Background: an optimization exercise with open tools, aiming at small area. Do not read the settings as production practice. Only simulation tests tie the RTL to the original design; equivalence was not proved. Power is estimated from default activity; no workload was simulated. The clock port is modelled as an ideal driver; clocking choices that lean on that would not hold on a real chip.

==> config.mk <==
export PLATFORM = sky130hd
export DESIGN_NAME = DLL_RD
export DESIGN_NICKNAME = DLL_RD
export VERILOG_FILES = /design/flow/design.v
export SDC_FILE = /design/flow/constraint.sdc
export NUM_CORES = 4
export LEC_CHECK = 0
export CAP_MARGIN = 20
export CORE_MARGIN = 2
export CORE_UTILIZATION = 75
export CTS_BUF_LIST = sky130_fd_sc_hd__clkbuf_16
export CTS_CLUSTER_DIAMETER = 80
export CTS_CLUSTER_SIZE = 30
export PLACE_DENSITY = 0.85
export SLEW_MARGIN = 20
==> constraint.sdc <==
create_clock -name core_clock -period 6.0 [get_ports {sclk}]
set_input_delay 1.2000 -clock core_clock [delete_from_list [all_inputs] [get_ports {sclk}]]
set_output_delay 1.2000 -clock core_clock [all_outputs]
set_load 0.01 [all_outputs]
==> design.v <==
package PCIE_PKG;
    typedef struct packed {                                 
        logic   [15:0]              zeros;
        logic   [15:0]              crc16;
        logic   [7:0]               acknak_seq_num_l;
        logic   [3:0]               reserved_l;
        logic   [3:0]               acknak_seq_num_h;
        logic   [7:0]               reserved_h;
        logic   [7:0]               dllp_type;
    } dllp_ACKNAK_packet_t;
    typedef struct packed {                                  
        logic   [15:0]              zeros;
        logic   [15:0]              crc16;
        logic   [23:0]              arbitrary_value;
        logic   [7:0]               dllp_type;
    } dllp_NOP_packet_t;
    typedef struct packed {                                  
        logic   [15:0]              zeros;
        logic   [15:0]              crc16;
        logic   [7:0]               dataFC_l;
        logic   [1:0]               hdrFC_l;
        logic   [1:0]               dataScale;
        logic   [3:0]               dataFC_h;
        logic   [1:0]               hdrScale;
        logic   [5:0]               hdrFC_h;
        logic   [7:0]               dllp_type;
    } dllp_FC_packet_t;
endpackage
module DLL_DLCMSM (
   input   wire    sclk,
   input   wire    srst_n,
   input   wire   init1_end_i,
   input   wire   init2_end_i,
   output  wire [1:0]    DLCM_state_o,
   output  wire          DLCM_change_o
);
localparam              S_INACTIVE = 2'd0,
                        S_INIT1    = 2'd1,
                        S_INIT2    = 2'd2,
                        S_ACTIVE   = 2'd3;
reg    [1:0]         state, state_n;
always_ff @(posedge sclk) begin
    if (!srst_n) state <= S_INACTIVE;
    else         state <= state_n;
end
always_comb begin
   state_n = state;
   case (state)
      S_INACTIVE: state_n = S_INIT1;
      S_INIT1:    if (init1_end_i) state_n = S_INIT2;
      S_INIT2:    if (init2_end_i) state_n = S_ACTIVE;
      default:    state_n = S_ACTIVE;
   endcase
end
assign DLCM_state_o  = state;
assign DLCM_change_o = !srst_n || (state_n != state);
endmodule
module DLL_DLLP_Generator
#(
    parameter   PIPE_DATA_WIDTH             = 256,
    parameter   SEQ_BITS                    = 12,
    parameter   CREDIT_LIMIT_P_HEADER       = 16,
    parameter   CREDIT_LIMIT_P_DATA         = 16,
    parameter   CREDIT_LIMIT_NP_HEADER      = 16,
    parameter   CREDIT_LIMIT_CPL_HEADER     = 16,
    parameter   CREDIT_LIMIT_CPL_DATA       = 16
)
(
    input   wire                                    sclk,
    input   wire                                    clear_i,                 
    input   wire     [1:0]                          DLCM_state_i,
    output  wire                                    init1_send_o,
    output  wire                                    init2_send_o,
    input 	wire	[11:0]		                    cc_p_h_i,
    input 	wire	[11:0]		                    cc_p_d_i,
	input 	wire	[11:0]		                    cc_np_h_i,
	input 	wire	[11:0]		                    cc_cpl_h_i,
    input 	wire	[11:0]		                    cc_cpl_d_i,
    output  wire                                    updatefc_p_o,
    output  wire                                    updatefc_np_o,
    output  wire                                    updatefc_cpl_o,
    input   wire                                    NAK_scheduled_i,
    input   wire    [SEQ_BITS-1:0]                  next_rcv_seq_i,
    output  wire    [PIPE_DATA_WIDTH-1:0]           dllp_data_o,
    output  wire                                    dllp_valid_o,
    input   wire                                    arb_ready_i
);
localparam  S_IDLE     = 4'd0,
            S_CRC_P    = 4'd1,
            S_SEND_P   = 4'd2,
            S_CRC_NP   = 4'd3,
            S_SEND_NP  = 4'd4,
            S_CRC_CPL  = 4'd5,
            S_SEND_CPL = 4'd6,
            S_CRC_AN   = 4'd7,
            S_SEND_AN  = 4'd8,
            S_WAIT     = 4'd9;
function automatic [15:0] dllp_crc(input [31:0] d);
    reg [15:0] c;
    begin
        c = 16'hFFFF;
        for (int i = 0; i < 32; i++) begin
            if (c[15] ^ d[31 - i]) c = {c[14:0], 1'b0} ^ 16'h100B;
            else                   c = {c[14:0], 1'b0};
        end
        dllp_crc = ~c;
    end
endfunction
wire active = (DLCM_state_i == 2'd3);
reg [3:0]   state, state_n;
reg [9:0]   cnt;
reg         sent;
always_comb begin
    state_n = state;
    case (state)
        S_IDLE:     state_n = S_CRC_P;
        S_CRC_P:    state_n = S_SEND_P;
        S_SEND_P:   if (arb_ready_i) state_n = S_CRC_NP;
        S_CRC_NP:   state_n = S_SEND_NP;
        S_SEND_NP:  if (arb_ready_i) state_n = S_CRC_CPL;
        S_CRC_CPL:  state_n = S_SEND_CPL;
        S_SEND_CPL: if (arb_ready_i) state_n = active ? S_CRC_AN : S_WAIT;
        S_CRC_AN:   state_n = S_SEND_AN;
        S_SEND_AN:  if (arb_ready_i) state_n = S_WAIT;
        S_WAIT:     if (&cnt) state_n = active ? S_IDLE : S_SEND_P;
        default:    state_n = S_IDLE;
    endcase
end
always_ff @(posedge sclk) begin
    if (clear_i) begin
        state   <= S_IDLE;
        cnt     <= 10'd0;
        sent    <= 1'b0;
    end
    else begin
        state   <= state_n;
        if (state == S_WAIT) begin
            cnt     <= cnt + 10'd1;
            sent    <= 1'b1;
        end
    end
end
reg [7:0]   p_h, np_h, cpl_h;
reg [11:0]  p_d, cpl_d, seq;
reg         nak;
always_ff @(posedge sclk) begin
    if (state == S_IDLE) begin
        p_h     <= cc_p_h_i[7:0];
        p_d     <= cc_p_d_i;
        np_h    <= cc_np_h_i[7:0];
        cpl_h   <= cc_cpl_h_i[7:0];
        cpl_d   <= cc_cpl_d_i;
        seq     <= next_rcv_seq_i;
        nak     <= NAK_scheduled_i;
    end
end
wire snd_p   = (state == S_SEND_P);
wire snd_np  = (state == S_SEND_NP);
wire snd_cpl = (state == S_SEND_CPL);
wire snd_an  = (state == S_SEND_AN);
reg [7:0]   typ;
reg [7:0]   hdr;
reg [11:0]  dat;
always_comb begin
    typ = 8'd0;
    hdr = 8'd0;
    dat = 12'd0;
    if (!active) begin
        typ[7] = DLCM_state_i[1];
        typ[6] = 1'b1;
        typ[5] = snd_cpl;
        typ[4] = snd_np;
        hdr    = snd_p  ? CREDIT_LIMIT_P_HEADER[7:0] :
                 snd_np ? CREDIT_LIMIT_NP_HEADER[7:0] : CREDIT_LIMIT_CPL_HEADER[7:0];
        dat    = snd_p  ? CREDIT_LIMIT_P_DATA[11:0] :
                 snd_np ? 12'd0 : CREDIT_LIMIT_CPL_DATA[11:0];
    end
    else begin
        typ[7] = !snd_an;
        typ[5] = snd_cpl;
        typ[4] = snd_np | (snd_an & !nak);
        hdr    = snd_p  ? p_h  :
                 snd_np ? np_h :
                 snd_cpl ? cpl_h : 8'd0;
        dat    = snd_p  ? p_d :
                 snd_np ? 12'd0 :
                 snd_cpl ? cpl_d : seq;
    end
end
wire [31:0] body = {dat[7:0], hdr[1:0], 2'b00, dat[11:8], 2'b00, hdr[7:2], typ};
assign dllp_data_o  = {176'd0, 16'd0, dllp_crc(body), body, 16'hACF0};
assign dllp_valid_o = snd_p | snd_np | snd_cpl | snd_an;
assign updatefc_p_o   = active & snd_p   & arb_ready_i;
assign updatefc_np_o  = active & snd_np  & arb_ready_i;
assign updatefc_cpl_o = active & snd_cpl & arb_ready_i;
assign init1_send_o = sent;
assign init2_send_o = sent;
endmodule
module DLL_Decoder
#( 
    parameter       PIPE_DATA_WIDTH     = 256,
    parameter       CREDIT_DEPTH        = 12
)
(   
    input   wire                                    sclk,
    input   wire                                    srst_n,
    output  wire                                    init1_received_o,
    output  wire                                    init2_received_o,
    input   wire                                    pipe2dll_valid_i,
    input   wire     [PIPE_DATA_WIDTH-1:0]          pipe2dll_data_i,
    output  wire                                    NAK_scheduled_o,
    output  wire      [11:0]                        next_rcv_seq_o,
    output  wire      [15:0]                        acknak_seq_num_o,
    output  wire      [1:0]                         acknak_seq_en_o,
    output   wire     [PIPE_DATA_WIDTH-1:0]          dll2tl_data_o,
    output   wire     [2:0]                          dll2tl_data_en_o,
    output   wire     [CREDIT_DEPTH-1:0]             ep_cc_p_h_o,
    output   wire     [CREDIT_DEPTH-1:0]             ep_cc_p_d_o,
    output   wire                                    ep_cc_p_en_o,
    output   wire     [CREDIT_DEPTH-1:0]             ep_cc_np_h_o,
    output   wire                                    ep_cc_np_en_o,
    output   wire     [CREDIT_DEPTH-1:0]             ep_cc_cpl_h_o,
    output   wire     [CREDIT_DEPTH-1:0]             ep_cc_cpl_d_o,
    output   wire                                    ep_cc_cpl_en_o,
    output   wire     [CREDIT_DEPTH-1:0]             ep_cl_p_h_o,
    output   wire     [CREDIT_DEPTH-1:0]             ep_cl_p_d_o,
    output   wire     [CREDIT_DEPTH-1:0]             ep_cl_np_h_o,
    output   wire     [CREDIT_DEPTH-1:0]             ep_cl_cpl_h_o,
    output   wire     [CREDIT_DEPTH-1:0]             ep_cl_cpl_d_o
);
function automatic [15:0] dllp_crc(input [31:0] d);
    reg [15:0] c;
    begin
        c = 16'hFFFF;
        for (int i = 0; i < 32; i++) begin
            if (c[15] ^ d[31 - i]) c = {c[14:0], 1'b0} ^ 16'h100B;
            else                   c = {c[14:0], 1'b0};
        end
        dllp_crc = ~c;
    end
endfunction
wire dllp_tok = (pipe2dll_data_i[15:0] == 16'hACF0);
localparam  D_IDLE  = 2'd0,
            D_OK    = 2'd1,      
            D_BAD   = 2'd2,      
            D_GET   = 2'd3;
reg [1:0]   dstate;
reg [7:0]   f_hdr;
reg [11:0]  f_dat;
reg [3:0]   f_act;               
wire crc_ok = (pipe2dll_data_i[63:48] == dllp_crc(pipe2dll_data_i[47:16]));
always_ff @(posedge sclk) begin
    if (!srst_n)
        dstate <= D_IDLE;
    else case (dstate)
        D_IDLE:  if (pipe2dll_valid_i && dllp_tok) dstate <= crc_ok ? D_OK : D_BAD;
        D_OK:    dstate <= D_GET;
        default: dstate <= D_IDLE;
    endcase
end
always_ff @(posedge sclk) begin
    if (dstate == D_IDLE) begin
        f_hdr <= {pipe2dll_data_i[29:24], pipe2dll_data_i[39:38]};
        f_dat <= {pipe2dll_data_i[35:32], pipe2dll_data_i[47:40]};
        f_act <= (pipe2dll_data_i[19:16] == 4'd0) ? pipe2dll_data_i[23:20] : 4'hF;
    end
end
wire get = (dstate == D_GET);
reg [7:0]   cl_p_h, cl_np_h, cl_cpl_h, cc_p_h, cc_np_h, cc_cpl_h;
reg [11:0]  cl_p_d, cl_cpl_d, cc_p_d, cc_cpl_d, an_num;
reg         i2_p, i2_np, i2_cpl;
reg         cc_p_en, cc_np_en, cc_cpl_en;
reg [1:0]   an_en;
always_ff @(posedge sclk) begin
    if (!srst_n) begin
        cl_p_h  <= 8'd0;  cl_p_d  <= 12'd0;
        cl_np_h <= 8'd0;
        cl_cpl_h <= 8'd0; cl_cpl_d <= 12'd0;
        cc_p_h  <= 8'd0;  cc_p_d  <= 12'd0;
        cc_np_h <= 8'd0;
        cc_cpl_h <= 8'd0; cc_cpl_d <= 12'd0;
        i2_p <= 1'b0; i2_np <= 1'b0; i2_cpl <= 1'b0;
        an_num  <= 12'd0;
    end
    else if (get) begin
        case (f_act)
            4'h4: begin cl_p_h   <= f_hdr; cl_p_d   <= f_dat; end
            4'h5: begin cl_np_h  <= f_hdr; end
            4'h6: begin cl_cpl_h <= f_hdr; cl_cpl_d <= f_dat; end
            4'hC: i2_p   <= 1'b1;
            4'hD: i2_np  <= 1'b1;
            4'hE: i2_cpl <= 1'b1;
            4'h8: begin cc_p_h   <= f_hdr; cc_p_d   <= f_dat; end
            4'h9: begin cc_np_h  <= f_hdr; end
            4'hA: begin cc_cpl_h <= f_hdr; cc_cpl_d <= f_dat; end
            4'h0, 4'h1: an_num <= f_dat;
            default: ;
        endcase
    end
end
always_ff @(posedge sclk) begin
    cc_p_en   <= srst_n & get & (f_act == 4'h8);
    cc_np_en  <= srst_n & get & (f_act == 4'h9);
    cc_cpl_en <= srst_n & get & (f_act == 4'hA);
    an_en     <= {srst_n & get & (f_act == 4'h1), srst_n & get & (f_act == 4'h0)};
end
assign init1_received_o = (|cl_p_h) && (|cl_p_d) && (|cl_np_h) && (|cl_cpl_h) && (|cl_cpl_d);
assign init2_received_o = i2_p && i2_np && i2_cpl;
assign ep_cl_p_h_o   = {4'd0, cl_p_h};
assign ep_cl_p_d_o   = cl_p_d;
assign ep_cl_np_h_o  = {4'd0, cl_np_h};
assign ep_cl_cpl_h_o = {4'd0, cl_cpl_h};
assign ep_cl_cpl_d_o = cl_cpl_d;
assign ep_cc_p_h_o   = {4'd0, cc_p_h};
assign ep_cc_p_d_o   = cc_p_d;
assign ep_cc_np_h_o  = {4'd0, cc_np_h};
assign ep_cc_cpl_h_o = {4'd0, cc_cpl_h};
assign ep_cc_cpl_d_o = cc_cpl_d;
assign ep_cc_p_en_o   = cc_p_en;
assign ep_cc_np_en_o  = cc_np_en;
assign ep_cc_cpl_en_o = cc_cpl_en;
assign acknak_seq_en_o  = an_en;
assign acknak_seq_num_o = {4'd0, an_num};
localparam  T_IDLE  = 3'd0,
            T_GETP  = 3'd1,
            T_SEQ   = 3'd2,
            T_SENDH = 3'd3,
            T_DONEH = 3'd4,
            T_SENDD = 3'd5,
            T_DONED = 3'd6;
reg [2:0]   tstate, tstate_n;
reg [127:0] hdr;
reg [255:0] pipe_q [4];
reg         np, match, last0;
reg [1:0]   m;                   
reg [2:0]   c;                   
reg [11:0]  next_rcv_seq;
reg         nak;
reg [2:0]   en;
wire        in_np  = (pipe2dll_data_i[3:0] == 4'hF);
wire [5:0]  len_m6 = pipe2dll_data_i[9:4] - 6'd6;       
wire [2:0]  in_n   = len_m6[5:3];
wire [11:0] in_seq = in_np ? {pipe2dll_data_i[19:16],  pipe2dll_data_i[31:24]}
                           : {pipe2dll_data_i[115:112], pipe2dll_data_i[127:120]};
reg         posted;              
reg shift_c;         
reg adv_hi;          
always_comb begin
    shift_c  = 1'b0;
    adv_hi   = 1'b0;
    tstate_n = tstate;
    case (tstate)
        T_IDLE:  if (pipe2dll_valid_i && !dllp_tok)
                     tstate_n = (in_np || in_n == 3'd0) ? T_SEQ : T_GETP;
        T_GETP:  begin
                     shift_c = 1'b1;
                     if (c[1:0] == m) tstate_n = T_SEQ;
                 end
        T_SEQ:   begin
                     shift_c  = !c[2];
                     tstate_n = match ? T_SENDH : T_IDLE;
                 end
        T_SENDH: begin
                     shift_c  = !c[2];
                     tstate_n = T_DONEH;
                 end
        T_DONEH: begin
                     shift_c  = !c[2];
                     tstate_n = last0 ? T_IDLE : T_SENDD;
                 end
        T_SENDD: tstate_n = T_DONED;
        T_DONED: begin
                     if (c[1:0] == m) tstate_n = T_IDLE;
                     else begin
                         adv_hi   = 1'b1;
                         tstate_n = T_SENDD;
                     end
                 end
        default: tstate_n = T_IDLE;
    endcase
end
wire t_idle   = (tstate == T_IDLE);
wire t_sendd  = (tstate == T_SENDD);
wire shift_hi = shift_c | adv_hi;
wire shift_lo = shift_c | t_sendd;
always_ff @(posedge sclk) begin
    if (!srst_n) tstate <= T_IDLE;
    else         tstate <= tstate_n;
end
always_ff @(posedge sclk) begin
    hdr <= (hdr                      & {128{!t_idle && !t_sendd}})
         | (pipe2dll_data_i[159:32]  & {128{t_idle &&  in_np}})
         | (pipe2dll_data_i[255:128] & {128{t_idle && !in_np}})
         | (pipe_q[0][127:0]         & {128{t_sendd}});
end
always_ff @(posedge sclk) begin
    if (t_idle) begin
        np          <= in_np;
        posted      <= (pipe2dll_data_i[135:128] == 8'h60);
        last0       <= in_np || in_n == 3'd0;
        m           <= in_n[1:0] - 2'd1;
        match       <= (in_seq == next_rcv_seq);
        c           <= 3'd0;
    end
    else if (shift_hi)
        c           <= c + 3'd1;
end
wire hold_c  = t_idle |
               ((tstate == T_SEQ || tstate == T_SENDH || tstate == T_DONEH) & c[2]);
wire hold_hi = hold_c | t_sendd | ((tstate == T_DONED) & (c[1:0] == m));
wire hold_lo = hold_c | (tstate == T_DONED);
wire [255:0] sh_m = {{128{shift_hi}}, {128{shift_lo}}};
wire [255:0] hd_m = {{128{hold_hi}},  {128{hold_lo}}};
always_ff @(posedge sclk) begin
    pipe_q[0] <= (pipe_q[0] & hd_m) | (pipe_q[1]       & sh_m);
    pipe_q[1] <= (pipe_q[1] & hd_m) | (pipe_q[2]       & sh_m);
    pipe_q[2] <= (pipe_q[2] & hd_m) | (pipe_q[3]       & sh_m);
    pipe_q[3] <= (pipe_q[3] & hd_m) | (pipe2dll_data_i & sh_m);
end
always_ff @(posedge sclk) begin
    if (!srst_n) begin
        next_rcv_seq <= 12'd0;
        nak          <= 1'b0;
    end
    else if (tstate == T_SEQ) begin
        if (match) next_rcv_seq <= next_rcv_seq + 12'd1;
        nak <= !match;
    end
end
always_ff @(posedge sclk) begin
    if (!srst_n) en <= 3'd0;
    else case (tstate)
        T_SENDH: en <= np ? 3'd3 : posted ? 3'd1 : 3'd5;
        T_SENDD: en <= posted ? 3'd2 : 3'd6;
        T_DONEH, T_DONED: en <= 3'd7;
        default: en <= 3'd0;
    endcase
end
assign dll2tl_data_o    = {pipe_q[0][255:128] & {128{tstate[1]}}, hdr};
assign dll2tl_data_en_o = en;
assign next_rcv_seq_o  = next_rcv_seq;
assign NAK_scheduled_o = nak;
endmodule
module DLL_RD(
	input wire sclk,
	input wire srst_n,
	input wire [11:0] cc_p_h_i,		         
    input wire [11:0] cc_p_d_i,		         
	input wire [11:0] cc_np_h_i,		     
	input wire [11:0] cc_cpl_h_i,	         
    input wire [11:0] cc_cpl_d_i,            
	output wire [255:0] dll2tl_data_o,
    output wire [2:0] dll2tl_data_en_o,
    output wire [11:0] ep_cc_p_h_o,
    output wire [11:0] ep_cc_p_d_o,
	output wire ep_cc_p_en_o,
    output wire [11:0] ep_cc_np_h_o,
    output wire ep_cc_np_en_o,
    output wire [11:0] ep_cc_cpl_h_o,
    output wire [11:0] ep_cc_cpl_d_o,
    output wire ep_cc_cpl_en_o,
    output wire [11:0] ep_cl_p_h_o,
    output wire [11:0] ep_cl_p_d_o,
    output wire [11:0] ep_cl_np_h_o,
    output wire [11:0] ep_cl_cpl_h_o,
    output wire [11:0] ep_cl_cpl_d_o,
	output wire ep_cl_en_o,
	output wire updatefc_p_o,
	output wire updatefc_np_o,
	output wire updatefc_cpl_o,
	input wire arb_ready_i,
	output wire dllp_valid_o,
	output wire [255:0] dllp_data_o,
	input pipe2dll_valid_i,
	input wire [255:0] pipe2dll_data_i,
	output wire [15:0] acknak_seq_num_o,
    output wire [1:0] acknak_seq_en_o,
	output wire [1:0] dlcm_state
);
assign ep_cl_en_o = (dlcm_state == 2'd3);
wire init1_send;
wire init2_send;
wire init1_received;
wire init2_received;
wire dlcm_change;
wire NAK_scheduled;
wire [11:0] next_rcv_seq;
DLL_DLCMSM dlcmsm 
(
	.sclk(sclk),
	.srst_n(srst_n),
	.init1_end_i(init1_send & init1_received),
	.init2_end_i(init2_send & init2_received),
	.DLCM_state_o(dlcm_state),
	.DLCM_change_o(dlcm_change)
);
DLL_DLLP_Generator dllp_generator
(
	.sclk(sclk),
	.clear_i(dlcm_change),
	.DLCM_state_i(dlcm_state),
	.init1_send_o(init1_send),
	.init2_send_o(init2_send),
	.cc_p_h_i(cc_p_h_i),
	.cc_p_d_i(cc_p_d_i),
	.cc_np_h_i(cc_np_h_i),
	.cc_cpl_h_i(cc_cpl_h_i),
	.cc_cpl_d_i(cc_cpl_d_i),
	.updatefc_p_o(updatefc_p_o),
	.updatefc_np_o(updatefc_np_o),
	.updatefc_cpl_o(updatefc_cpl_o),
	.NAK_scheduled_i(NAK_scheduled),
	.next_rcv_seq_i(next_rcv_seq),
	.arb_ready_i(arb_ready_i),
	.dllp_data_o(dllp_data_o),
	.dllp_valid_o(dllp_valid_o)
);
DLL_Decoder decoder
(
	.sclk(sclk),
	.srst_n(srst_n),
	.init1_received_o(init1_received),
	.init2_received_o(init2_received),
	.pipe2dll_valid_i(pipe2dll_valid_i),
	.pipe2dll_data_i(pipe2dll_data_i),
	.NAK_scheduled_o(NAK_scheduled),
	.next_rcv_seq_o(next_rcv_seq),
	.acknak_seq_num_o(acknak_seq_num_o),
	.acknak_seq_en_o(acknak_seq_en_o),
	.dll2tl_data_o(dll2tl_data_o),
	.dll2tl_data_en_o(dll2tl_data_en_o),
	.ep_cc_p_h_o(ep_cc_p_h_o),
	.ep_cc_p_d_o(ep_cc_p_d_o),	
	.ep_cc_p_en_o(ep_cc_p_en_o),
	.ep_cc_np_h_o(ep_cc_np_h_o),
	.ep_cc_np_en_o(ep_cc_np_en_o),
	.ep_cc_cpl_h_o(ep_cc_cpl_h_o),
	.ep_cc_cpl_d_o(ep_cc_cpl_d_o),
	.ep_cc_cpl_en_o(ep_cc_cpl_en_o),
	.ep_cl_p_h_o(ep_cl_p_h_o),
	.ep_cl_p_d_o(ep_cl_p_d_o),
	.ep_cl_np_h_o(ep_cl_np_h_o),
	.ep_cl_cpl_h_o(ep_cl_cpl_h_o),
	.ep_cl_cpl_d_o(ep_cl_cpl_d_o)
);
endmodule
==> flow/run.sh <==
#!/bin/bash
# The standard layout (the standard.sh: ORFS synthesis, floorplan, place, CTS, route,
# finish), with the port buffers that global placement inserts made from
# sky130_fd_sc_hd__buf_1 instead of the cell buffer_ports picks by default.
set -euo pipefail
cd "$(dirname "$0")/.."
bash standard.sh "BUFFER_PORTS_ARGS=-buffer_cell sky130_fd_sc_hd__buf_1" finish > make_finish.log 2>&1
==> standard.sh <==
#!/bin/bash
# synth_recipe.tcl (not shown) runs the flow's synth.tcl, then flattens the netlist and writes it again
# the make line also repeats each setting of config.mk as NAME=value (left out here)
make -C /OpenROAD-flow-scripts/flow DESIGN_CONFIG=/design/flow/config.mk WORK_HOME=/design/flow/orfs CLKGATE_MAP_FILE= SYNTH_SCRIPT=/design/flow/synth_recipe.tcl "${@:-finish}"
==> qor.txt, run 1 <==
#FFs+latches synth - 1400
Row cnt - 96
Err - [ERROR PPL-0024] Number of IO pins (983) exceeds maximum number of available positions (960). Increase the die perimeter from 1066.92um to 1336.88um.
Distinct cells, synth - 79
Sequential area share after synthesis - 55.90%
Post-Synthesis Cells - 4549
Status - stopped before the end
Chip Width - 266.7 um
Top FF cell, synth - dfxtp_1
Ys Warns - 4
Post-Syn Area - 51770 sq um
Stop stage - 3_2_place_iop
Synth top area share - 50.62%
Height of the die - 266.7 um
Number of synthesized flops with an enable pin - 91
Post-synth top area cell - dfxtp_1
Avg Synthesized Cell Area - 11.38 sq um
Async set-reset flop share out of synthesis - 0%
Initial core utilization - 75.62%
Synth area leaders - dfxtp_1 51%, a22o_1 17%, edfxtp_1 5.3%
==> synth_stat cells, drive strengths merged, types with 22 or more instances <==
library cell and count:
xnor2 146, o21ai 160, edfxtp 91, and2 143
nor2 68, xor2 65, nor2b 28, mux2i 166
xnor3 22, dfxtp 1309, a22o 1027, clkbuf 336
a21oi 29, a22oi 140, nand2 240, buf 278
a21boi 99
==> logic make-up after synthesis <==
family | after synthesis | share of synthesized area (%)
compound gates | 1505 | 23.52
xor+xnor | 235 | 4.783
fa+ha+maj | 4 | 0.09668
buf+inv | 629 | 6.417
flops | 1400 | 55.90
mux | 182 | 3.587
other cells | 2 | 0.01451
simple gates | 592 | 5.687
==> run 2, diff against run 1 <==
--- a/config.mk
+++ b/config.mk
@@ -7,9 +7,9 @@
 export LEC_CHECK = 0
 export CAP_MARGIN = 20
 export CORE_MARGIN = 2
-export CORE_UTILIZATION = 75
+export CORE_UTILIZATION = 60
 export CTS_BUF_LIST = sky130_fd_sc_hd__clkbuf_16
 export CTS_CLUSTER_DIAMETER = 80
 export CTS_CLUSTER_SIZE = 30
-export PLACE_DENSITY = 0.85
+export PLACE_DENSITY = 0.75
 export SLEW_MARGIN = 20
==> qor.txt, run 2 <==
Final net count - 5342
Crit path cell chain - buf_6 > mux2_1 > a22o_1 > nand2_1 > xor2_2 > xor3_2 > mux2i_2 > xnor3_2 > xor2_4 > xnor2_4 > xnor3_1 > buf_1
Leak pwr - 22.74 nW
Top FF cell, synth - dfxtp_1
Synth top cells by count - 1309 x dfxtp_1, 1027 x a22o_1, 336 x clkbuf_1
Fmax - 170.6 MHz
Post-Syn Area - 51770 sq um
Syn-to-layout area delta - 8.215%
Core area - 85280 sq um
Residual DRC count - 0
First-pass iteration count of the detailed router - 6
Avg Synthesized Cell Area - 11.38 sq um
CTS clk-pin slew, worst paths - 100 ps
WL final - 151400 um
Via Count - 37190
Distinct cells, synth - 79
Number of synthesized flops with an enable pin - 91
Placed cell area - 54260 sq um
Setup CP Type - flop to primary output
Post-Synthesis Cells - 4549
#FFs+latches synth - 1400
Die ar. - 88650 sq um
Vias per cell - 5.999
RSZ-0062 raised after global routing - no
Initial core utilization - 60.71%
Hold Crit Class - flop to flop
Final ANT Viol Nets - 0
Largest net degree at the start of global routing - 251
Pwr dens - 560.0 nW/um^2
Clk sinks - 1400
Initial DRC count - 3654
Hold slack final - 470.1 ps
Synth area leaders - dfxtp_1 51%, a22o_1 17%, edfxtp_1 5.3%
Most frequent cells in the layout - 1305 x dfxtp_1, 1027 x a22o_1, 725 x buf_1
Worst slew pin tran - 1174 ps
Gpl congestion - 0.9170
Crit path max-delay cell type - dfxtp_2
CTS max path bufs - 3
Final setup violation count - 0
Worst setup EP type - primary output
# port buffers - 726
Ys Warns - 4
Io pins - 983
Minimum clock period - 5863 ps
Height of the die - 297.7 um
Most common cell in the netlist - dfxtp_1
Slew HR - 21.76%
Largest regs - decoder.pipe_q: 1024 flops, decoder.hdr: 128 flops
Status - no timing/DRC/antenna violations
Clock Skews - 23.96 ps
Final instance area - 56020 sq um
Largest register by flop count - decoder.pipe_q
Post-synth top area cell - dfxtp_1
Maxcap violations - 0
Most common cell after layout, fill and taps aside - dfxtp_1
Chip Width - 297.7 um
Critical path required time - 4800 ps
Slowest Stage Delay on Critical Path - 500 ps
H-tree depth - 2
Hold Buf Count CTS - 0
Wire per inst - 24.43 um
Global-route usage over all layers - 32.37%
CTS tree - yes
Clk Latency, worst-skew pair - 690 ps
Setup TNS - 0 ps
Max reg flops - 1024
Sequential area share after synthesis - 55.90%
CTS Buf Count - 55
Critical Path AT - 4660 ps
Synth top area share - 50.62%
Vias in the first global route - 32860
Clock root cell - clkbuf_16
Initial antenna violation count - 31
Gr ovfl total - 0
Tcrit/Tclk final - 97.72%
Worst VDD drop - 0.0006904 V
Row cnt - 107
CP Launch Type - flop
Crit path max fanout - 29
Global-route wire length before repair - 219000 um
Async set-reset flop share out of synthesis - 0%
Share of layout cells above drive strength 1 - 3.810%
DP HPWL - 107900 um
Slew Viols, Final - 0
Hold Vio Cnt, Final - 0
run 2: cell counts after synthesis:
No cell type changed its count.
run 2: cell families (layout without fill, tap and decap cells):
kind of cell | Yosys count | after routing | share of synthesized area, %
buffers and inverters | 629 | 877 | 6.417
multiplexers | 182 | 182 | 3.587
other | 2 | 261 | 0.01451
XOR/XNOR | 235 | 235 | 4.783
flip-flops | 1400 | 1400 | 55.90
adder cells (fa/ha/maj) | 4 | 4 | 0.09668
AND/OR/NAND/NOR | 592 | 592 | 5.687
AO/OA/AOI/OAI | 1505 | 1505 | 23.52
run 2: what timing repair did:
action | in CTS | in global routing
gates resized for setup | 6 | 7
pin swaps | 1 | 2
endpoints found under the setup margin | 8 | 8
buffers inserted | 2 | 1
run 2: area by class of cell:
class	instances	area [sq um]
clock inverters	22	237.7
well taps	1144	1431
multi-input cells	2762	20560
diodes	17	42.54
repair buffers	784	3353
clock buffers	56	1401
inverters	15	56.30
flip-flops and latches	1400	28950
fillers	6797	29260
run 2: power by group:
group | switching, mW | internal [mW]
Clock | 2.88 | 1.83
Combinational | 6.56 | 5.03
Sequential | 2.03 | 13.0
Total | 11.5 | 19.9
run 2: worst max-delay path: cells and delay by family (launching register included):
kind	cells	cell delay, ps
compound gates	1	260
xor+xnor	6	2010
buf+inv	2	440
flops	1	500
mux	2	650
simple gates	1	110
run 2: layer usage:
metal	global-route usage, %	share of wire (%)	up-vias
li1	-	-	17130
met1	45.20	43	18270
met2	48.14	44	1503
met3	8.729	9.4	265
met4	11.89	4.1	28
met5	0	0.13	-
run 2: worst paths after layout:
path | from | endpoint | slack, ps | depth (start not counted)
worst max-delay path | dllp_generator.state[2] | dllp_data_o[51] | 140 | 12
worst min-delay path | decoder.an_num[5] | decoder.an_num[5] | 470 | 2
worst max register to register | decoder.tstate[2] | decoder.pipe_q[0][221] | 2540 | 7
worst min register to register | decoder.an_num[5] | decoder.an_num[5] | 470 | 2
run 2: stage by stage:
step | setup slack (ps) | power, mW | instances | util, %
after floorplan | 1270 | 23.57 | 4791 | -
after global placement | 510.3 | 26.32 | 6102 | 63.62
after detailed placement | 493.0 | 26.63 | 6102 | 63.62
after CTS | 3.276 | 31.29 | 6182 | 65.58
after global routing | 19.71 | 33.12 | 6191 | 65.67
final | 136.7 | 31.37 | 6200 | 65.69
==> run 3, diff against run 2 <==
==> flow/run.sh (replaced) <==
#!/bin/bash
# The standard layout (the standard.sh: ORFS synthesis, floorplan, place, CTS, route,
# finish) with two changes: the port buffers that global placement inserts are
# sky130_fd_sc_hd__buf_1, and clock tree synthesis inserts no dummy loads.
set -euo pipefail
cd "$(dirname "$0")/.."
CTS="-sink_clustering_enable -repair_clock_nets -buf_list sky130_fd_sc_hd__clkbuf_16"
CTS="$CTS -sink_clustering_size 30 -sink_clustering_max_diameter 80 -dont_use_dummy_load"
bash standard.sh "BUFFER_PORTS_ARGS=-buffer_cell sky130_fd_sc_hd__buf_1" "CTS_ARGS=$CTS" finish > make_finish.log 2>&1
==> qor.txt, run 3 <==
Met3 Use GR - 8.656%
Post-Synthesis Cells - 4549
Clock power share - 14.1%
Async set-reset flop share out of synthesis - 0%
Height of the die - 297.7 um
Critical Path AT - 4650 ps
Global-route wire length before repair - 218700 um
DP HPWL - 107900 um
Fmax - 171.0 MHz
Largest register by flop count - decoder.pipe_q
Residual DRC count - 0
Worst setup EP type - primary output
Final net count - 5342
CTS Buf Count - 55
Met1 usage - 45.27%
Placed cell area - 54260 sq um
Pwr dens - 556.7 nW/um^2
Syn-to-layout area delta - 7.676%
Slew HR - 15.31%
Initial core utilization - 60.71%
Global-route usage over all layers - 32.33%
Slew Viols, Final - 0
Logic pwr share - 37.3%
Crit-path leading delay family - XOR/XNOR gates
CTS clk-pin slew, worst paths - 80 ps
Synth top cells by count - 1309 x dfxtp_1, 1027 x a22o_1, 336 x clkbuf_1
Psw - 11.32 mW
Setup TNS - 0 ps
Clk Latency, worst-skew pair - 700 ps
Most Used Layer, Global Route - met2
Final ANT Viol Nets - 0
CP Launch Type - flop
Clock Skews - 70.12 ps
Post-Syn Area - 51770 sq um
# port buffers - 726
Final setup violation count - 0
Worst slew pin tran - 1270 ps
FILL cells - 6825
Clock root cell - clkbuf_16
First-pass iteration count of the detailed router - 6
Clk sinks - 1400
Synth top area share - 50.62%
Most frequent cells in the layout - 1305 x dfxtp_1, 1027 x a22o_1, 725 x buf_1
Tot Pwr - 31.03 mW
Vias per cell - 6.009
Area of the multi-input gates - 20550 sq um
Sequential area share after synthesis - 55.90%
Hold Crit Class - flop to flop
Wire per inst - 24.51 um
Fin util - 65.37%
GR Layer Usage met2 - 48.07%
Vias in the first global route - 32840
Crit path max fanout - 29
Gpl congestion - 0.9170
Worst path most repeated cell - xnor3_1
Initial DRC count - 3587
Die ar. - 88650 sq um
Ys Warns - 4
Top FF cell, synth - dfxtp_1
Maxcap violations - 0
Setup CP Type - flop to primary output
Hold Buf Count CTS - 0
Max reg flops - 1024
Io pins - 983
Minimum clock period - 5846 ps
Sw frac - 36.48%
Leak pwr - 22.58 nW
Sequential share of power - 48.6%
Largest regs - decoder.pipe_q: 1024 flops, decoder.hdr: 128 flops
Via Count - 37130
Row cnt - 107
Crit path max-delay cell type - dfxtp_2
Share of layout cells above drive strength 1 - 3.469%
CTS tree - yes
Synth area leaders - dfxtp_1 51%, a22o_1 17%, edfxtp_1 5.3%
H-tree depth - 2
Crit path cell chain - buf_6 > mux2_2 > a31oi_1 > a21boi_2 > xnor3_1 > xnor2_1 > o22ai_1 > a22oi_1 > xor2_4 > xnor2_4 > xnor3_1 > buf_1
Status - no timing/DRC/antenna violations
Critical path required time - 4800 ps
Distinct cells, synth - 79
Worst VDD drop - 0.0006935 V
Internal power - 19.71 mW
Register area - 28950 sq um
Core area - 85280 sq um
Tcrit/Tclk final - 97.44%
WL final - 151400 um
CTS max path bufs - 3
#FFs+latches synth - 1400
Avg Synthesized Cell Area - 11.38 sq um
Hold Vio Cnt, Final - 0
Number of synthesized flops with an enable pin - 91
Slowest Stage Delay on Critical Path - 480 ps
Post-synth top area cell - dfxtp_1
Hold slack final - 465.6 ps
Most common cell after layout, fill and taps aside - dfxtp_1
R2r setup slk - 2550 ps
Most common cell in the netlist - dfxtp_1
CP Buf/Inv Count - 2
Gr ovfl total - 0
Chip Width - 297.7 um
Initial antenna violation count - 32
RSZ-0062 raised after global routing - no
Largest net degree at the start of global routing - 251
Final instance area - 55740 sq um
[run 3: cell counts after synthesis]
Identical to the previous run, type by type.
[run 3: cell type report]
cell class | instances | area share (%)
Sequential cell | 1400 | 51.92
Multi-Input combinational cell | 2763 | 36.87
Timing Repair Buffer | 783 | 5.979
Tap cell | 1144 | 2.568
Clock buffer | 55 | 2.469
Inverter | 15 | 0.1010
Antenna cell | 19 | 0.08529
[run 3: cell families (layout without fill, tap and decap cells)]
family	Yosys count	in the layout	share of synthesized area [%]
AO/OA/AOI/OAI	1505	1505	23.52
XOR/XNOR	235	235	4.783
adder cells (fa/ha/maj)	4	4	0.09668
buffers and inverters	629	853	6.417
flip-flops	1400	1400	55.90
multiplexers	182	182	3.587
other	2	263	0.01451
AND/OR/NAND/NOR	592	593	5.687
[run 3: final timing paths]
kind,from,end,depth (start not counted)
worst min register to register,decoder.an_num[5],decoder.an_num[5],2
worst max register to register,decoder.tstate[2],decoder.pipe_q[0][221],7
worst min-delay path,decoder.an_num[5],decoder.an_num[5],2
worst max-delay path,dllp_generator.state[2],dllp_data_o[51],12
[run 3: timing repair]
action,4_1_cts,5_1_grt
resized for setup,3,9
setup endpoints to repair,8,10
cloned,0,1
setup buffers,2,0
pin swaps,1,2
[run 3: power by group through the flow]
stage                     registers (mW)  logic, mW  clock network (mW)
after floorplan                     14.7       8.83                   0
after global placement              15.1       11.2                   0
after detailed placement            15.2       11.5                   0
after CTS                           15.0       11.5                4.44
after global routing                15.4       12.6                4.75
final                               15.1       11.6                4.37
[run 3: routing by layer]
| metal | routed length [um] | vias up |
|---|---|---|
| met3 | 14110 | 262 |
| met4 | 6145 | 28 |
| met5 | 188 | - |
| met2 | 65980 | 1502 |
| li1 | - | 17110 |
| met1 | 65010 | 18230 |
[run 3: tightest hold or removal path, stage by stage (launching register included)]
cell      delay [ps]
dfxtp_1          310
nand2_1           40
a21boi_0          60
[run 3: per-stage QoR]
stage / setup slack (ps) / std cells
final: 153.6 / 6179
after global routing: 33.98 / 6169
after CTS: 8.082 / 6159
after detailed placement: 493.0 / 6102
after global placement: 510.3 / 6102
after floorplan: 1270 / 4791
==> run 4, diff against run 3 <==
--- a/config.mk
+++ b/config.mk
@@ -7,9 +7,9 @@
 export LEC_CHECK = 0
 export CAP_MARGIN = 20
 export CORE_MARGIN = 2
-export CORE_UTILIZATION = 60
+export CORE_UTILIZATION = 66
 export CTS_BUF_LIST = sky130_fd_sc_hd__clkbuf_16
 export CTS_CLUSTER_DIAMETER = 80
 export CTS_CLUSTER_SIZE = 30
-export PLACE_DENSITY = 0.75
+export PLACE_DENSITY = 0.8
 export SLEW_MARGIN = 20
==> qor.txt, run 4 <==
Clk Latency, worst-skew pair - 630 ps
Final net count - 5340
Pre-CTS setup slack - 389.1 ps
Most common cell in the netlist - dfxtp_1
Final setup violation count - 0
Synth area leaders - dfxtp_1 51%, a22o_1 17%, edfxtp_1 5.3%
Crit-path leading delay family - XOR/XNOR gates
Syn-to-layout area delta - 7.383%
Largest regs - decoder.pipe_q: 1024 flops, decoder.hdr: 128 flops
Worst slew pin tran - 1131 ps
Maxcap violations - 0
Residual DRC count - 0
Setup CP Type - flop to primary output
Largest net degree at the start of global routing - 254
Chip Width - 284.1 um
Share of layout cells above drive strength 1 - 3.450%
Clk sinks - 1400
Gr ovfl total - 0
First-pass iteration count of the detailed router - 6
Async set-reset flop share out of synthesis - 0%
Vias per cell - 6.204
Row cnt - 102
Via Count - 37720
Hold Buf Count CTS - 0
Height of the die - 284.1 um
Initial DRC count - 4261
Sw frac - 36.59%
Worst VDD drop - 0.0007877 V
Fmax - 172.7 MHz
Psw - 11.35 mW
CTS Buf Count - 54
# port buffers - 726
CTS max path bufs - 3
Global-route wire length before repair - 220500 um
WL final - 151900 um
Worst setup margin - 210.2 ps
Hold Vio Cnt, Final - 0
Distinct cells, synth - 79
Sequential share of power - 48.7%
CTS tree - yes
Worst setup EP type - primary output
CP Buf/Inv Count - 2
Wire per inst - 24.99 um
Clock Skews - 62.88 ps
Clock root cell - clkbuf_16
Crit path max fanout - 15
Gpl congestion - 0.9274
Slowest Stage Delay on Critical Path - 490 ps
Setup TNS - 0 ps
Max reg flops - 1024
Pwr dens - 558.2 nW/um^2
Clock power share - 14.0%
Logic pwr share - 37.3%
Critical Path AT - 4590 ps
Final ANT Viol Nets - 0
Minimum clock period - 5790 ps
Ys Warns - 4
CTS clk-pin slew, worst paths - 110 ps
Tcrit/Tclk final - 96.50%
Die ar. - 80700 sq um
Initial core utilization - 66.72%
Avg Synthesized Cell Area - 11.38 sq um
Global-route usage over all layers - 35.80%
Post-synth top area cell - dfxtp_1
Crit path cell chain - buf_4 > mux2_1 > a22o_1 > nand2_1 > xor2_2 > xor3_2 > mux2i_2 > xnor3_2 > xor2_4 > xnor2_4 > xnor3_1 > buf_1
Internal power - 19.68 mW
Post-Syn Area - 51770 sq um
Core area - 77590 sq um
Status - no timing/DRC/antenna violations
#FFs+latches synth - 1400
Tot Pwr - 31.03 mW
Vias in the first global route - 33410
Sequential area share after synthesis - 55.90%
Synth top area share - 50.62%
Post-Synthesis Cells - 4549
H-tree depth - 2
Number of synthesized flops with an enable pin - 91
Leak pwr - 22.56 nW
CP Launch Type - flop
Crit path max-delay cell type - dfxtp_4
Top FF cell, synth - dfxtp_1
Most common cell after layout, fill and taps aside - dfxtp_1
Initial antenna violation count - 36
Most frequent cells in the layout - 1306 x dfxtp_1, 1027 x a22o_1, 725 x buf_1
DP HPWL - 108200 um
Synth top cells by count - 1309 x dfxtp_1, 1027 x a22o_1, 336 x clkbuf_1
Critical path required time - 4800 ps
Slew Viols, Final - 0
Largest register by flop count - decoder.pipe_q
Hold Crit Class - flop to flop
Slew HR - 24.59%
Io pins - 983
[run 4: cell counts after synthesis]
No cell type changed its count.
[run 4: area by class of cell]
cell class / count / area [sq um]
inverters: 15 / 56.30
fillers: 5785 / 22000
flip-flops and latches: 1400 / 28950
well taps: 1040 / 1301
multi-input cells: 2762 / 20550
clock buffers: 54 / 1351
diodes: 25 / 62.56
repair buffers: 783 / 3329
[run 4: worst paths after layout]
kind	startpoint	endpoint	slack (ps)	cells after the start
hold / removal	decoder.pipe_q[2][129]	decoder.pipe_q[1][129]	420	1
setup / recovery	dllp_generator.state[2]	dllp_data_o[51]	210	12
hold reg to reg	decoder.pipe_q[2][129]	decoder.pipe_q[1][129]	420	1
setup reg to reg	decoder.tstate[1]	decoder.hdr[41]	2290	7
[run 4: layer usage]
metal  GRT usage [%]  vias to the layer above  wire length [um]
met2           52.22                     1764             66020
met1           50.89                    18540             63440
met5               0                        -               225
li1                -                    17100                 -
met3           9.960                      285             16490
met4           13.03                       36              5729
[run 4: timing repair]
item                       4_1_cts  5_1_grt
resized for setup                4        8
pin swaps                        1        1
setup endpoints to repair        5        4
buffers inserted                 0        0
hold endpoints to repair         0        0
[run 4: power by group through the flow]
| stage | Clock [mW] | Combinational [mW] | Sequential [mW] |
|---|---|---|---|
| after global placement | 0 | 11.1 | 15.1 |
| after global routing | 4.69 | 12.5 | 15.5 |
| after floorplan | 0 | 8.83 | 14.7 |
| after CTS | 4.37 | 11.5 | 15.0 |
| final | 4.35 | 11.6 | 15.1 |
| after detailed placement | 0 | 11.4 | 15.2 |
[run 4: metrics by stage]
stage                     instances  area (sq um)  utilization (%)  hold WS [ps]
after floorplan                4791         52680                -         406.4
after global placement         6000         54140            69.78         433.4
after detailed placement       6000         54140            69.78         431.0
after CTS                      6054         55510            71.53         415.4
after global routing           6064         55560            71.60         438.5
final                          6079         55590            71.65         419.5
[run 4: cell families (layout without fill, tap and decap cells)]
group	count (synthesis)	in the layout	share of synthesized area, %
and+or+nand+nor	592	592	5.687
other	2	269	0.01451
adders and majority gates	4	4	0.09668
buffers and inverters	629	852	6.417
AOI/OAI and AO/OA	1505	1505	23.52
DFF	1400	1400	55.90
muxes	182	182	3.587
xor gates and xnor gates	235	235	4.783
==> run 5, diff against run 4 <==
--- a/design.v
+++ b/design.v
@@ -143,16 +143,16 @@
 reg [7:0]   p_h, np_h, cpl_h;
 reg [11:0]  p_d, cpl_d, seq;
 reg         nak;
+wire s_load = (state == S_IDLE);
+wire s_hold = (state != S_IDLE) && (state <= S_WAIT);     
 always_ff @(posedge sclk) begin
-    if (state == S_IDLE) begin
-        p_h     <= cc_p_h_i[7:0];
-        p_d     <= cc_p_d_i;
-        np_h    <= cc_np_h_i[7:0];
-        cpl_h   <= cc_cpl_h_i[7:0];
-        cpl_d   <= cc_cpl_d_i;
-        seq     <= next_rcv_seq_i;
-        nak     <= NAK_scheduled_i;
-    end
+    p_h     <= (p_h   & {8{s_hold}})  | (cc_p_h_i[7:0]   & {8{s_load}});
+    p_d     <= (p_d   & {12{s_hold}}) | (cc_p_d_i        & {12{s_load}});
+    np_h    <= (np_h  & {8{s_hold}})  | (cc_np_h_i[7:0]  & {8{s_load}});
+    cpl_h   <= (cpl_h & {8{s_hold}})  | (cc_cpl_h_i[7:0] & {8{s_load}});
+    cpl_d   <= (cpl_d & {12{s_hold}}) | (cc_cpl_d_i      & {12{s_load}});
+    seq     <= (seq   & {12{s_hold}}) | (next_rcv_seq_i  & {12{s_load}});
+    nak     <= (nak   & s_hold)       | (NAK_scheduled_i & s_load);
 end
 wire snd_p   = (state == S_SEND_P);
 wire snd_np  = (state == S_SEND_NP);
@@ -258,12 +258,12 @@
         default: dstate <= D_IDLE;
     endcase
 end
+wire d_load = !dstate[0] && !dstate[1];      
+wire d_hold = dstate[0] || dstate[1];
 always_ff @(posedge sclk) begin
-    if (dstate == D_IDLE) begin
-        f_hdr <= {pipe2dll_data_i[29:24], pipe2dll_data_i[39:38]};
-        f_dat <= {pipe2dll_data_i[35:32], pipe2dll_data_i[47:40]};
-        f_act <= (pipe2dll_data_i[19:16] == 4'd0) ? pipe2dll_data_i[23:20] : 4'hF;
-    end
+    f_hdr <= (f_hdr & {8{d_hold}})  | ({pipe2dll_data_i[29:24], pipe2dll_data_i[39:38]} & {8{d_load}});
+    f_dat <= (f_dat & {12{d_hold}}) | ({pipe2dll_data_i[35:32], pipe2dll_data_i[47:40]} & {12{d_load}});
+    f_act <= (f_act & {4{d_hold}})  | (((pipe2dll_data_i[19:16] == 4'd0) ? pipe2dll_data_i[23:20] : 4'hF) & {4{d_load}});
 end
 wire get = (dstate == D_GET);
 reg [7:0]   cl_p_h, cl_np_h, cl_cpl_h, cc_p_h, cc_np_h, cc_cpl_h;
@@ -271,32 +271,28 @@
 reg         i2_p, i2_np, i2_cpl;
 reg         cc_p_en, cc_np_en, cc_cpl_en;
 reg [1:0]   an_en;
+wire w_cl_p   = get & (f_act == 4'h4);
+wire w_cl_np  = get & (f_act == 4'h5);
+wire w_cl_cpl = get & (f_act == 4'h6);
+wire w_cc_p   = get & (f_act == 4'h8);
+wire w_cc_np  = get & (f_act == 4'h9);
+wire w_cc_cpl = get & (f_act == 4'hA);
+wire w_an     = get & (f_act[3:1] == 3'd0);
 always_ff @(posedge sclk) begin
-    if (!srst_n) begin
-        cl_p_h  <= 8'd0;  cl_p_d  <= 12'd0;
-        cl_np_h <= 8'd0;
-        cl_cpl_h <= 8'd0; cl_cpl_d <= 12'd0;
-        cc_p_h  <= 8'd0;  cc_p_d  <= 12'd0;
-        cc_np_h <= 8'd0;
-        cc_cpl_h <= 8'd0; cc_cpl_d <= 12'd0;
-        i2_p <= 1'b0; i2_np <= 1'b0; i2_cpl <= 1'b0;
-        an_num  <= 12'd0;
-    end
-    else if (get) begin
-        case (f_act)
-            4'h4: begin cl_p_h   <= f_hdr; cl_p_d   <= f_dat; end
-            4'h5: begin cl_np_h  <= f_hdr; end
-            4'h6: begin cl_cpl_h <= f_hdr; cl_cpl_d <= f_dat; end
-            4'hC: i2_p   <= 1'b1;
-            4'hD: i2_np  <= 1'b1;
-            4'hE: i2_cpl <= 1'b1;
-            4'h8: begin cc_p_h   <= f_hdr; cc_p_d   <= f_dat; end
-            4'h9: begin cc_np_h  <= f_hdr; end
-            4'hA: begin cc_cpl_h <= f_hdr; cc_cpl_d <= f_dat; end
-            4'h0, 4'h1: an_num <= f_dat;
-            default: ;
-        endcase
-    end
+    cl_p_h   <= (cl_p_h   & {8{srst_n & !w_cl_p}})    | (f_hdr & {8{srst_n & w_cl_p}});
+    cl_p_d   <= (cl_p_d   & {12{srst_n & !w_cl_p}})   | (f_dat & {12{srst_n & w_cl_p}});
+    cl_np_h  <= (cl_np_h  & {8{srst_n & !w_cl_np}})   | (f_hdr & {8{srst_n & w_cl_np}});
+    cl_cpl_h <= (cl_cpl_h & {8{srst_n & !w_cl_cpl}})  | (f_hdr & {8{srst_n & w_cl_cpl}});
+    cl_cpl_d <= (cl_cpl_d & {12{srst_n & !w_cl_cpl}}) | (f_dat & {12{srst_n & w_cl_cpl}});
+    cc_p_h   <= (cc_p_h   & {8{srst_n & !w_cc_p}})    | (f_hdr & {8{srst_n & w_cc_p}});
+    cc_p_d   <= (cc_p_d   & {12{srst_n & !w_cc_p}})   | (f_dat & {12{srst_n & w_cc_p}});
+    cc_np_h  <= (cc_np_h  & {8{srst_n & !w_cc_np}})   | (f_hdr & {8{srst_n & w_cc_np}});
+    cc_cpl_h <= (cc_cpl_h & {8{srst_n & !w_cc_cpl}})  | (f_hdr & {8{srst_n & w_cc_cpl}});
+    cc_cpl_d <= (cc_cpl_d & {12{srst_n & !w_cc_cpl}}) | (f_dat & {12{srst_n & w_cc_cpl}});
+    an_num   <= (an_num   & {12{srst_n & !w_an}})     | (f_dat & {12{srst_n & w_an}});
+    i2_p     <= srst_n & (i2_p   | (get & (f_act == 4'hC)));
+    i2_np    <= srst_n & (i2_np  | (get & (f_act == 4'hD)));
+    i2_cpl   <= srst_n & (i2_cpl | (get & (f_act == 4'hE)));
 end
 always_ff @(posedge sclk) begin
     cc_p_en   <= srst_n & get & (f_act == 4'h8);
==> qor.txt, run 5 <==
Status - no timing/DRC/antenna violations
Setup CP Type - flop to primary output
Chip Width - 281.5 um
Residual DRC count - 0
Clock root cell - clkbuf_16
Gpl congestion - 0.9224
Via Count - 37360
DP HPWL - 108300 um
Synth area leaders - dfxtp_1 54%, a22o_1 22%, buf_4 3.7%
Clock Skews - 68.70 ps
Io pins - 983
Worst slew pin tran - 1149 ps
Hold Buf Count CTS - 0
Height of the die - 281.5 um
Initial antenna violation count - 35
Crit path max fanout - 14
CP Launch Type - flop
Clk Latency, worst-skew pair - 670 ps
Die ar. - 79240 sq um
CTS Buf Count - 55
Slew HR - 23.41%
# port buffers - 726
Pwr dens - 557.2 nW/um^2
Crit path cell chain - buf_4 > mux2_2 > nand2_1 > a211oi_1 > o31a_1 > xnor2_1 > xnor3_1 > xnor2_4 > xnor3_1 > xor3_1 > buf_1
Max reg flops - 1024
Ys Warns - 4
WL final - 151900 um
Minimum clock period - 5773 ps
Initial DRC count - 4124
Fmax - 173.2 MHz
CP Buf/Inv Count - 2
Most frequent cells in the layout - 1366 x dfxtp_1, 1249 x a22o_1, 725 x buf_1
Top FF cell, synth - dfxtp_1
Worst setup margin - 226.6 ps
Hold Vio Cnt, Final - 0
Hold slack final - 473.3 ps
Gr ovfl total - 0
Slowest Stage Delay on Critical Path - 550 ps
Worst setup EP type - primary output
Async set-reset flop share out of synthesis - 0%
Slew Viols, Final - 0
Tcrit/Tclk final - 96.22%
Initial core utilization - 66.81%
CTS max path bufs - 3
Wire per inst - 25.75 um
Vias per cell - 6.335
Synth top cells by count - 1370 x dfxtp_1, 1249 x a22o_1, 335 x clkbuf_1
Clk sinks - 1400
Syn-to-layout area delta - 7.806%
Crit path max-delay cell type - xnor3_1
Global-route wire length before repair - 216600 um
Final instance area - 54790 sq um
Final setup violation count - 0
Final net count - 5167
H-tree depth - 2
Distinct cells, synth - 80
Global-route usage over all layers - 36.30%
Most common cell in the netlist - dfxtp_1
Critical Path AT - 4570 ps
Crit-path leading delay family - XOR/XNOR gates
Leak pwr - 22.79 nW
Maxcap violations - 0
Post-Syn Area - 50820 sq um
First-pass iteration count of the detailed router - 6
Avg Synthesized Cell Area - 11.67 sq um
Hold Crit Class - flop to flop
Synth top area share - 53.96%
Tot Pwr - 30.53 mW
Largest register by flop count - decoder.pipe_q
Placed cell area - 53250 sq um
Final ANT Viol Nets - 0
Worst path most repeated cell - xnor3_1
CTS clk-pin slew, worst paths - 90 ps
Core area - 76080 sq um
Post-synth top area cell - dfxtp_1
Post-Synthesis Cells - 4357
Largest net degree at the start of global routing - 260
Placed insts - 5811
#FFs+latches synth - 1400
Number of synthesized flops with an enable pin - 30
Vias in the first global route - 33150
Largest regs - decoder.pipe_q: 1024 flops, decoder.hdr: 128 flops
Worst VDD drop - 0.0006550 V
CTS tree - yes
Pre-CTS setup slack - 504.9 ps
Row cnt - 101
Share of layout cells above drive strength 1 - 3.780%
Finished Layout Cells - 5898
Sequential area share after synthesis - 55.73%
Critical path required time - 4800 ps
Most common cell after layout, fill and taps aside - dfxtp_1
[run 5: cell types whose count changed in the layout (fill, tap and decap cells not counted), sizes merged, moves of 65 or more]
cell,change
a22o,+222
nand2,-160
a21boi,-81
mux2i,-76
o21ai,-68
a22oi,-65
[run 5: repair_timing]
| action | 4_1_cts | 5_1_grt |
|---|---|---|
| buffers inserted | 0 | 4 |
| resized for setup | 4 | 6 |
| pin swaps | 0 | 2 |
| endpoints found under the setup margin | 4 | 6 |
[run 5: final cells by class]
| cell class | count | area [sq um] |
|---|---|---|
| antenna | 27 | 67.56 |
| clock buffer | 55 | 1376 |
| fill | 5708 | 21280 |
| inverter | 20 | 77.57 |
| multi-input combinational | 2573 | 20260 |
| sequential | 1400 | 28330 |
| tap | 1030 | 1289 |
| timing repair buffer | 793 | 3387 |
[run 5: worst paths after layout]
check	to	slack, ps	from	depth (start not counted)
min	decoder.pipe_q[0][134]	470	decoder.pipe_q[0][134]	1
min reg2reg	decoder.pipe_q[0][134]	470	decoder.pipe_q[0][134]	1
max reg2reg	decoder.hdr[56]	2780	decoder.tstate[1]	7
max	dllp_data_o[51]	230	dllp_generator.state[2]	11
[run 5: per-layer routing]
layer | global-route usage [%] | share of wire [%]
met1 | 49.55 | 40
met2 | 53.90 | 44
met3 | 9.629 | 11
met4 | 16.99 | 5.1
met5 | 0 | 0.086
[run 5: stage by stage]
stage                     util (%)  setup TNS [ps]
final                        72.02               0
after global routing         71.96          -5.659
after CTS                    71.82               0
after detailed placement     70.00               0
after global placement       69.99               0
after floorplan                  -               0
[run 5: power breakdown]
part	total, mW	switching [mW]	internal [mW]
Sequential	15.1	2.14	12.9
Combinational	11.1	6.17	4.92
Clock	4.37	2.72	1.65
Total	30.5	11.0	19.5
[run 5: cell families (layout without fill, tap and decap cells)]
logic type / count (synthesis) / count (layout) / synth area share (%)
fa+ha+maj: 4 / 4 / 0.09848
flops: 1400 / 1400 / 55.73
mux: 96 / 96 / 1.913
simple gates: 426 / 426 / 4.618
other cells: 2 / 271 / 0.01478
buf+inv: 626 / 868 / 6.494
compound gates: 1584 / 1584 / 26.23
xor+xnor: 219 / 219 / 4.894
[run 5: worst register-to-register path, delay by kind of cell, from the launching register on]
family | cells | cell delay, ps
AOI/OAI and AO/OA | 2 | 360
buffers and inverters | 2 | 1020
DFF | 1 | 810
and+or+nand+nor | 3 | 1030
==> run 6, diff against run 5 <==
--- a/config.mk
+++ b/config.mk
@@ -7,9 +7,9 @@
 export LEC_CHECK = 0
 export CAP_MARGIN = 20
 export CORE_MARGIN = 2
-export CORE_UTILIZATION = 66
+export CORE_UTILIZATION = 60
 export CTS_BUF_LIST = sky130_fd_sc_hd__clkbuf_16
 export CTS_CLUSTER_DIAMETER = 80
 export CTS_CLUSTER_SIZE = 30
-export PLACE_DENSITY = 0.8
+export PLACE_DENSITY = 0.75
 export SLEW_MARGIN = 20
==> qor.txt, run 6 <==
Status - no timing/DRC/antenna violations
Reg2Reg Capture Point - decoder.hdr[46]
Wire per inst - 26.10 um
Worst slew pin tran - 1101 ps
# port buffers - 726
Setup TNS - 0 ps
Hold Buf Count CTS - 0
Largest net degree at the start of global routing - 234
Vias per cell - 6.172
Fmax - 172.9 MHz
Worst path most repeated cell - xnor3_1
Final ANT Viol Nets - 0
Hold Crit Class - flop to flop
WL final - 156300 um
Largest register by flop count - decoder.pipe_q
Clock Skews - 77.94 ps
CTS max path bufs - 3
Crit path capture - dllp_data_o[51]
Vias in the first global route - 32960
Largest regs - decoder.pipe_q: 1024 flops, decoder.hdr: 128 flops
Critical path required time - 4800 ps
Most common cell in the netlist - dfxtp_1
Initial DRC count - 3533
Die ar. - 87050 sq um
Worst setup EP type - primary output
Clk Latency, worst-skew pair - 690 ps
Initial antenna violation count - 24
R2r setup slk - 2120 ps
Syn-to-layout area delta - 8.077%
CTS tree - yes
Residual DRC count - 0
Max reg flops - 1024
Synth top area share - 53.96%
Synth top cells by count - 1370 x dfxtp_1, 1249 x a22o_1, 335 x clkbuf_1
Slowest Stage Delay on Critical Path - 800 ps
CTS clk-pin slew, worst paths - 100 ps
Finished Layout Cells - 5988
Via Count - 36960
Ys Warns - 4
Post-Syn Area - 50820 sq um
Distinct cells, synth - 80
Setup CP Type - flop to primary output
Avg Synthesized Cell Area - 11.67 sq um
Crit path max fanout - 15
Io pins - 983
H-tree depth - 2
Pwr dens - 556.0 nW/um^2
Gr ovfl total - 0
Gpl congestion - 0.9751
Leak pwr - 22.80 nW
Share of layout cells above drive strength 1 - 3.844%
FILL cells - 6699
Initial core utilization - 60.64%
CTS Buf Count - 57
Tcrit/Tclk final - 96.42%
Hold Vio Cnt, Final - 0
Post-synth top area cell - dfxtp_1
Chip Width - 295.0 um
Worst VDD drop - 0.0005598 V
Worst R2R Path Depth - 6
DP HPWL - 111700 um
R2R Path Start - decoder.tstate[1]
Slew HR - 26.59%
Crit path cell chain - nand2_1 > clkinv_1 > buf_4 > nand2_1 > a211oi_1 > xnor3_1 > xnor3_1 > xnor3_1 > xnor2_2 > xor3_1 > buf_1
Placed insts - 5913
Critical Path AT - 4590 ps
Top FF cell, synth - dfxtp_1
Final setup violation count - 0
Global-route wire length before repair - 221500 um
Global-route usage over all layers - 33.93%
Synth area leaders - dfxtp_1 54%, a22o_1 22%, buf_4 3.7%
Height of the die - 295.0 um
Clk sinks - 1400
Minimum clock period - 5785 ps
RSZ-0062 raised after global routing - no
Most common cell after layout, fill and taps aside - dfxtp_1
First-pass iteration count of the detailed router - 6
Final net count - 5165
Post-Synthesis Cells - 4357
Async set-reset flop share out of synthesis - 0%
Maxcap violations - 0
#FFs+latches synth - 1400
Most frequent cells in the layout - 1365 x dfxtp_1, 1249 x a22o_1, 725 x buf_1
Number of synthesized flops with an enable pin - 30
CP Launch Type - flop
Sequential area share after synthesis - 55.73%
Slew Viols, Final - 0
Crit path max-delay cell type - a211oi_1
Clock root cell - clkbuf_16
Crit path launch - dlcmsm.state[1]
Core area - 83820 sq um
Row cnt - 106
## run 6: cell counts after synthesis
No cell type changed its count.
## run 6: timing repair
item | 4_1_cts | 5_1_grt
buffers inserted | 2 | 1
hold endpoints to repair | 0 | 0
endpoints found under the setup margin | 5 | 8
pin swaps | 1 | 1
resized for setup | 2 | 12
## run 6: worst max-delay path: cells and delay by family (launching register included)
kind	cells	cell delay, ps
XOR/XNOR	5	2020
AO/OA/AOI/OAI	1	800
flip-flops	1	450
buffers and inverters	3	390
AND/OR/NAND/NOR	2	290
## run 6: stage by stage
stage	total power [mW]	area (sq um)	utilization (%)	hold slack [ps]	setup WS, ps
after CTS	30.45	54830	65.42	462.5	12.89
after floorplan	23.02	51730	-	433.8	1253
after detailed placement	26.04	53390	63.69	448.9	570.3
after global placement	25.75	53380	63.68	447.6	594.5
after global routing	32.14	54910	65.51	465.7	4.591
final	30.54	54930	65.53	462.8	214.7
## run 6: cell families after synthesis
group | after synthesis | synth area share, %
and+or+nand+nor | 426 | 4.618
xor gates and xnor gates | 219 | 4.894
DFF | 1400 | 55.73
buffers and inverters | 626 | 6.494
adders and majority gates | 4 | 0.09848
muxes | 96 | 1.913
other | 2 | 0.01478
AOI/OAI and AO/OA | 1584 | 26.23
## run 6: layer usage
layer | routed length, um | global-route usage, % | vias up
met5 | 118 | 0 | -
met4 | 7282 | 13.84 | 20
met3 | 14780 | 7.901 | 293
met2 | 68800 | 51.27 | 1652
met1 | 65310 | 47.00 | 18200
li1 | - | - | 16790
## run 6: worst min-delay path by stage
stage,start,endpoint,cells past startpoint
after global placement,decoder.i2_cpl,decoder.i2_cpl,1
after floorplan,dllp_generator.cpl_h[1],dllp_generator.cpl_h[1],1
final,decoder.pipe_q[3][149],decoder.pipe_q[2][149],1
after CTS,decoder.pipe_q[3][149],decoder.pipe_q[2][149],1
after detailed placement,decoder.pipe_q[0][167],decoder.pipe_q[0][167],1
after global routing,decoder.pipe_q[3][153],decoder.pipe_q[2][153],1
## run 6: area by class of cell
type / count / area (sq um) / area share [%]
Clock buffer: 57 / 1426 / 2.597
Multi-Input combinational cell: 2573 / 20300 / 36.95
Inverter: 20 / 76.32 / 0.1389
Sequential cell: 1400 / 28340 / 51.59
Tap cell: 1134 / 1419 / 2.583
Timing Repair Buffer: 789 / 3337 / 6.075
Antenna cell: 15 / 37.54 / 0.06833
## run 6: power breakdown
part	switching [mW]	internal, mW	total, mW
clock network	2.76	1.70	4.46
logic	6.16	4.88	11.0
registers	2.10	12.9	15.0

[static timing again, ports no longer ideal]
Ports are ideal in the flow. The routed layouts listed here were re-timed in OpenROAD. Step 1 sets driving cells, clkbuf_16 on the clock port and buf_2 on the other inputs (assumed; they add their load-dependent delay and slew). Step 2 times the ports against the registers' clock, not the clock port: input delays grow and output delays shrink by t, the midpoint of the rising clock arrivals with the driver on. Slacks: no drivers / after step 1 / after step 2; pairs: no drivers / after step 1.
run	shift t [ns]	setup slack, ns	worst setup path at the end	slew at the worst register clock pin (ns)	worst slew at a driven data input, ns
run 2	0.750	0.137 / 0.063 / 0.813	register to output	0.12 / 0.12	0.24
run 3	0.725	0.154 / 0.079 / 0.804	register to output	0.11 / 0.11	0.24
run 4	0.700	0.210 / 0.135 / 0.835	register to output	0.11 / 0.11	0.21
run 5	0.715	0.227 / 0.148 / 0.825	input to register	0.12 / 0.12	0.19
run 6	0.717	0.215 / 0.139 / 0.618	input to register	0.12 / 0.12	0.19
After both steps every run listed still meets setup and hold.
